Context: an optimization exercise on an open-source flow, tuned for small area, a short achievable clock period and few clock cycles per item. The choices shown serve that exercise and are no tape-out recipe. Function was checked by simulation only, so behaviour that the tests miss may differ from the original. Power figures rest on the tool's default switching activity, not on a simulated workload.

**flow/run.sh**
```bash
#!/bin/bash
# synth_recipe.tcl (not shown) runs the flow's synth.tcl, then flattens the netlist and writes it again
# the make line also repeats each setting of config.mk as NAME=value (left out here)
make -C /OpenROAD-flow-scripts/flow DESIGN_CONFIG=/design/flow/config.mk WORK_HOME=/design/flow/orfs CLKGATE_MAP_FILE= SYNTH_SCRIPT=/design/flow/synth_recipe.tcl finish
```
**flow/constraint.sdc**
```tcl
create_clock -name core_clock -period 8.0 [get_ports {clk}]
set_input_delay 1.6000 -clock core_clock [delete_from_list [all_inputs] [get_ports {clk}]]
set_output_delay 1.6000 -clock core_clock [all_outputs]
set_load 0.01 [all_outputs]
```
**flow/design.v**
```verilog
`timescale 1ns / 1ps
module pe #(
    parameter DATA_WIDTH = 32
) (
    input clk,
    input rst,
    input [DATA_WIDTH-1:0] x_in,
    input [DATA_WIDTH-1:0] w_in,
    output reg [DATA_WIDTH-1:0] x_out,
    output reg [DATA_WIDTH-1:0] w_out,
    output reg [DATA_WIDTH-1:0] y_out
);
    always @(posedge clk) begin : proc_w_out
        if(~rst) begin
            w_out <= 0;
        end else begin
            w_out <= w_in;
        end
    end
    always @(posedge clk) begin : proc_x_out
        if(~rst) begin
            x_out <= 0;
        end else begin
            x_out <= x_in;
        end
    end
    always @(posedge clk) begin : proc_y_out
        if(~rst) begin
            y_out <= 0;
        end else begin
            y_out <= y_out + x_in * w_in;
        end
    end
endmodule
`timescale 1ns / 1ps
module systolic_array#(
    parameter M           = 4,
    parameter N           = 16,
    parameter K           = 4,
    parameter DATA_WIDTH  = 32
) (
    input clk,
    input rst_n,
    input [DATA_WIDTH*M-1:0] X,
    input [DATA_WIDTH*K-1:0] W,
    output reg [DATA_WIDTH*M*K-1:0] Y,
    output reg done
);
    genvar i, j;
    reg [DATA_WIDTH-1:0] X_buffer [0:M-1][0:M-1];
    reg [DATA_WIDTH-1:0] W_buffer [0:K-1][0:K-1];
    reg [DATA_WIDTH-1:0] X_in [0:M-1];
    reg [DATA_WIDTH-1:0] W_in [0:K-1];
    for (i = 0; i < M; i = i + 1) begin
        always @(posedge clk) begin : proc_X_in
            if(~rst_n) begin
                X_in[i] <= 'b0;
            end else begin
                X_in[i] <= X_buffer[i][0];
            end
        end
        for (j = 0; j <= i; j = j + 1) begin
            always @(posedge clk) begin : proc_X_buffer
                if(~rst_n) begin
                    X_buffer[i][j] <= 'b0;
                end else begin
                    if (j == i) begin
                        X_buffer[i][j] <= X[DATA_WIDTH*(i+1)-1:DATA_WIDTH*i];
                    end else begin
                        X_buffer[i][j] <= X_buffer[i][j+1];
                    end
                end
            end
        end
    end
    for (j = 0; j < K; j = j + 1) begin
        always @(posedge clk) begin : proc_W_in
            if(~rst_n) begin
                W_in[j] <= 'b0;
            end else begin
                W_in[j] <= W_buffer[0][j];
            end
        end
        for (i = 0; i <= j; i = i + 1) begin
            always @(posedge clk) begin : proc_W_buffer
                if(~rst_n) begin
                    W_buffer[i][j] <= 'b0;
                end else begin
                    if (i == j) begin
                        W_buffer[i][j] <= W[DATA_WIDTH*(j+1)-1:DATA_WIDTH*j];
                    end else begin
                        W_buffer[i][j] <= W_buffer[i+1][j];
                    end
                end
            end
        end
    end
    wire [DATA_WIDTH-1:0] X_out [0:M-1][0:K-1];
    wire [DATA_WIDTH-1:0] W_out [0:M-1][0:K-1];
    wire [DATA_WIDTH-1:0] Y_out [0:M-1][0:K-1];
    generate
        for (i = 0; i < M; i = i + 1) begin
            for (j = 0; j < K; j = j + 1) begin
                if (i == 0 && j == 0) begin
                    pe pe_00(
                        .clk(clk),
                        .rst(rst_n),
                        .x_in(X_in[0]),
                        .w_in(W_in[0]),
                        .x_out(X_out[0][0]),
                        .w_out(W_out[0][0]),
                        .y_out(Y_out[0][0])
                        );
                end else if (i == 0 && j != 0) begin
                    pe pe_i0(
                        .clk(clk),
                        .rst(rst_n),
                        .x_in(X_out[i][j-1]),
                        .w_in(W_in[j]),
                        .x_out(X_out[i][j]),
                        .w_out(W_out[i][j]),
                        .y_out(Y_out[i][j])
                        );
                end else if (i != 0 && j == 0) begin
                    pe pe_j0(
                        .clk(clk),
                        .rst(rst_n),
                        .x_in(X_in[i]),
                        .w_in(W_out[i-1][j]),
                        .x_out(X_out[i][j]),
                        .w_out(W_out[i][j]),
                        .y_out(Y_out[i][j])
                        );
                end else begin
                    pe pe_ij(
                        .clk(clk),
                        .rst(rst_n),
                        .x_in(X_out[i][j-1]),
                        .w_in(W_out[i-1][j]),
                        .x_out(X_out[i][j]),
                        .w_out(W_out[i][j]),
                        .y_out(Y_out[i][j])
                        );
                end
            end
        end
    endgenerate
    for (i = 0; i < M; i = i + 1) begin
        for (j = 0; j < K; j = j + 1) begin
            always @(posedge clk) begin : proc_Y
                if(~rst_n) begin
                    Y[(i*K+j+1)*DATA_WIDTH-1:(i*K+j)*DATA_WIDTH] <= 'b0;
                end else begin
                    Y[(i*K+j+1)*DATA_WIDTH-1:(i*K+j)*DATA_WIDTH] <= Y_out[i][j];
                end
            end
        end
    end
    reg [31:0] cnt;
    always @(posedge clk) begin : proc_done
        if(~rst_n) begin
            cnt <= 0;
            done <= 1'b0;
        end else begin
            cnt <= cnt + 1;
            if (cnt > N + M + K + 2) begin
                done <= 1'b1;
            end
        end
    end
endmodule
```
**flow/config.mk**
```make
export PLATFORM = sky130hd
export DESIGN_NAME = systolic_array
export DESIGN_NICKNAME = systolic_array
export VERILOG_FILES = /design/flow/design.v
export SDC_FILE = /design/flow/constraint.sdc
export NUM_CORES = 8
export LEC_CHECK = 0
export CAP_MARGIN = 20
export CORE_MARGIN = 2
export CORE_UTILIZATION = 45
export PLACE_DENSITY = 0.6
export SLEW_MARGIN = 20
```
==> run notes <==
==> cell families (layout without fill, tap and decap cells) <==
logic type | count (synthesis) | after routing | share of synthesized area [%]
and+or+nand+nor | 11900 | 11900 | 18.5
buffers and inverters | 9555 | 10100 | 10.7
adders and majority gates | 8994 | 8994 | 49.0
DFF | 2721 | 2721 | 16.2
xor gates and xnor gates | 1359 | 1359 | 3.53
AOI/OAI and AO/OA | 1083 | 1083 | 2.11
muxes | 6 | 6 | 0.0178
other | 0 | 103 | 0
==> repair_timing <==
item                       in CTS  in global routing
buffers inserted                0                  0
hold buffers                    0                  0
resized for setup               0                 20
setup endpoints to repair       0                 16
==> registers in the layout (all words and copies together) (netlist names), 128 cells and up <==
signal and flops:
genblk3.genblk1.genblk1.genblk1.genblk1.pe_ij.y_out 288, X_in 128, X_buffer 320, genblk3.genblk1.genblk1.genblk1.genblk1.pe_ij.w_out 192, Y 512, W_buffer 320, W_in 128, genblk3.genblk1.genblk1.genblk1.genblk1.pe_ij.x_out 192
==> cells in the mapped netlist (64+ instances only) <==
master,count,area (um2)
ha_1,1986,24800
nand2_1,4089,15300
a21oi_1,298,1490
o21a_1,64,480
and2_1,6512,40700
xnor2_1,988,8650
inv_1,7804,29300
dfxtp_1,2721,54500
a21o_1,163,1220
xor2_1,371,3250
nand2b_1,69,432
nand3_1,86,430
nor3_1,95,475
o21ai_0,204,1020
fa_1,7008,140000
clkbuf_1,1737,6520
nor2_1,850,3190
==> power by group through the flow <==
stage	combinational (mW)	sequential, mW	clock (mW)
after detailed placement	3.43	14.6	0
after floorplan	2.16	14.3	0
after global routing	3.84	14.3	17.4
after global placement	3.39	14.6	0
after CTS	3.48	14.3	16.9
final	3.47	14.3	16.4
==> per-layer routing <==
layer	routed length (um)	GRT usage (%)
met3	74100	4.97
met4	47700	10.7
met2	491000	46.0
met1	442000	38.0
met5	396	0
==> layout make-up <==
| cell class | count | area (um2) | area share [%] |
|---|---|---|---|
| clock inverter | 195 | 2550 | 0.691 |
| inverter | 7805 | 29300 | 7.93 |
| multi-input combinational | 23400 | 246000 | 66.7 |
| clock buffer | 427 | 9220 | 2.50 |
| timing repair buffer | 1692 | 15000 | 4.07 |
| antenna | 103 | 258 | 0.0697 |
| tap | 9889 | 12400 | 3.35 |
| sequential | 2721 | 54500 | 14.7 |
==> worst paths after layout <==
path         depth (start not counted)         end  slack [ns]      startpoint
max reg2reg                         25    register        0.24      W_in[1][7]
max                                 25    register        0.24      W_in[1][7]
min                                  1  W_in[3][6]        0.40  W_buffer[3][6]
min reg2reg                          1  W_in[3][6]        0.40  W_buffer[3][6]
==> per-stage QoR <==
stage / std cells / cell area [um2] / total power [mW] / hold WS [ns]
floorplan: 35700 / 337000 / 16.5 / 0.412
global placement: 45500 / 358000 / 18.0 / 0.414
detailed placement: 45500 / 358000 / 18.0 / 0.417
CTS: 46100 / 369000 / 34.7 / 0.403
global route: 46200 / 370000 / 35.6 / 0.419
finish: 46200 / 370000 / 34.2 / 0.402
==> worst max-delay path, delay by kind of cell, from the launching register on <==
kind | cells | cell delay (ns)
xor+xnor | 1 | 0.11
simple gates | 3 | 0.50
flops | 1 | 1.01
buf+inv | 6 | 0.30
fa+ha+maj | 9 | 4.28
compound gates | 6 | 1.47
==> layout by cell type (no fill, tap or decap), types with 769 or more instances in the layout <==
cell type and n:
dfxtp_1 2683, fa_1 7008, clkdlybuf4s50_1 769, nor2_1 846, inv_1 7804, nand2_1 4089, ha_1 1986, buf_4 890
xnor2_1 988, and2_1 6512
==> flow_metrics.py <==
metrics = {
    "clock_network": {
        "insertion_delay_ns": 1.05,
        "cts_buffer_depth": 4,
        "cts_tree": "built",
        "clk_pin_slew_ns": 0.06,
        "cts_root_buf": "clkbuf_16",
        "cts_buffers": 338,
        "cts_max_level": 5,
        "clock_sinks": 2721,
    },
    "floorplan": {
        "initial_utilization_pct": 45.2,
        "die_y_um": 869,
        "coreArea_um2": 745000,
        "pin_count": 771,
        "rows": 317,
        "fp.dieW_um": 869,
        "die-area_um2": 755000,
    },
    "route": {
        "first_pass_iters": 7,
        "wl_um": 1060000,
        "via_per_inst": 5.05,
        "dr_total_vias": 234000,
        "drc": 0,
        "ant_nets": 0,
        "routedWlPerCell_um": 22.8,
        "dr.first_iter.drc_count": 15400,
    },
    "yosys": {
        "yosysSeqAreaShare_pct": 16.2,
        "syn_avg_cell_area_um2": 9.45,
        "ys_warn_count": 10,
        "ys_seq_elements": 2721,
        "syn_inst": 35700,
        "synth_ff_type": "dfxtp_1",
        "synth_cell_types": 80,
        "synth-edff-count": 0,
        "netlist_area_um2": 337000,
        "async_reset_ff_share_pct": 0,
        "syn_nets": 44900,
    },
    "grt": {
        "track_usage_pct": 28.3,
        "grt_overflow": 0,
        "grt_max_degree": 283,
        "antenna_found_initial": 117,
        "grt_pass1_wl_um": 1610000,
        "grt_pass1_vias": 257000,
    },
    "setup_path": {
        "worst-path-max-fanout": 15,
        "cpMostUsedCell": "fa_1",
        "cp-start-kind": "register",
        "critPathCaptureType": "register",
        "path_class": "reg2reg",
        "critPathMaxStageDelay_ns": 1.01,
        "required_ns": 8.94,
        "slowest_stage": "dfxtp_1",
        "cp_data_arrival_time_ns": 8.70,
    },
    "hold_path": {
        "hold_path.class": "reg2reg",
    },
    "status": {
        "status": "timing/DRC/antenna clean",
    },
    "layout": {
        "area.growth.synth_to_final_pct": 9.79,
        "num-fill-cells": 69700,
        "fin_nets": 45200,
        "final_core_util_pct": 49.6,
        "drive_above_1_share_pct": 4.41,
    },
    "pwr": {
        "cellLeakagePower_nw": 178,
        "combPwrFrac_pct": 10.1,
        "pwr-share-seq_pct": 41.9,
        "p_int_mw": 24.6,
        "sw_frac_of_total_pct": 28.0,
        "p_clk_share_pct": 48.0,
        "ir_drop_uv": 179,
        "p_switching_mw": 9.59,
        "p_per_area_nw_per_um2": 92.6,
    },
    "sta": {
        "relSlewSlack_pct": 18.3,
        "setup_viol": 0,
        "final.setup_skew_ns": 0.0676,
        "tightest_slew_ns": 1.22,
        "finalSetupTns_ns": 0,
        "setup_ws_ns": 0.240,
        "rsz0062_at_grt": "false",
        "fin_crit_sh_pct": 97.0,
        "max_freq_mhz": 129,
        "drv_slew": 0,
        "hold_viol_final": 0,
        "finalCriticalPeriod_ns": 7.76,
    },
    "placement": {
        "pre_cts_ws_ns": 0.275,
        "io_buffers": 770,
        "routabilityCongestion": 0.948,
        "hpwl_um": 859000,
    },
    "job": {
        "drv_cap": 0,
    },
}
Testbench counts, summed over its fixed seeds: cycles 7,424, gemms 256.

static timing again, ports no longer ideal:
Ports are ideal in the flow. The routed layout listed here was re-timed in OpenROAD. Step 1 (the two cells are an assumption about what drives the block):
set clk [get_ports {clk}]
set_driving_cell -lib_cell sky130_fd_sc_hd__clkbuf_16 $clk
set_driving_cell -lib_cell sky130_fd_sc_hd__buf_2 [delete_from_list [all_inputs] $clk]
Step 2 times the ports against the registers' clock, not the clock port: input delays grow and output delays shrink by t, the midpoint of the rising clock arrivals with the driver on. a / b / c = no drivers / after step 1 / after step 2; a / b = the first two.
t (ns): 1.190
setup slack, ns: 0.240 / 0.240 / 0.240
pins driven straight from the clock port: 1
After both steps setup and hold are still met in this run. For this run, drivers alone change the setup slack by 0.000 ns; drivers and shift together by 0.000 ns.
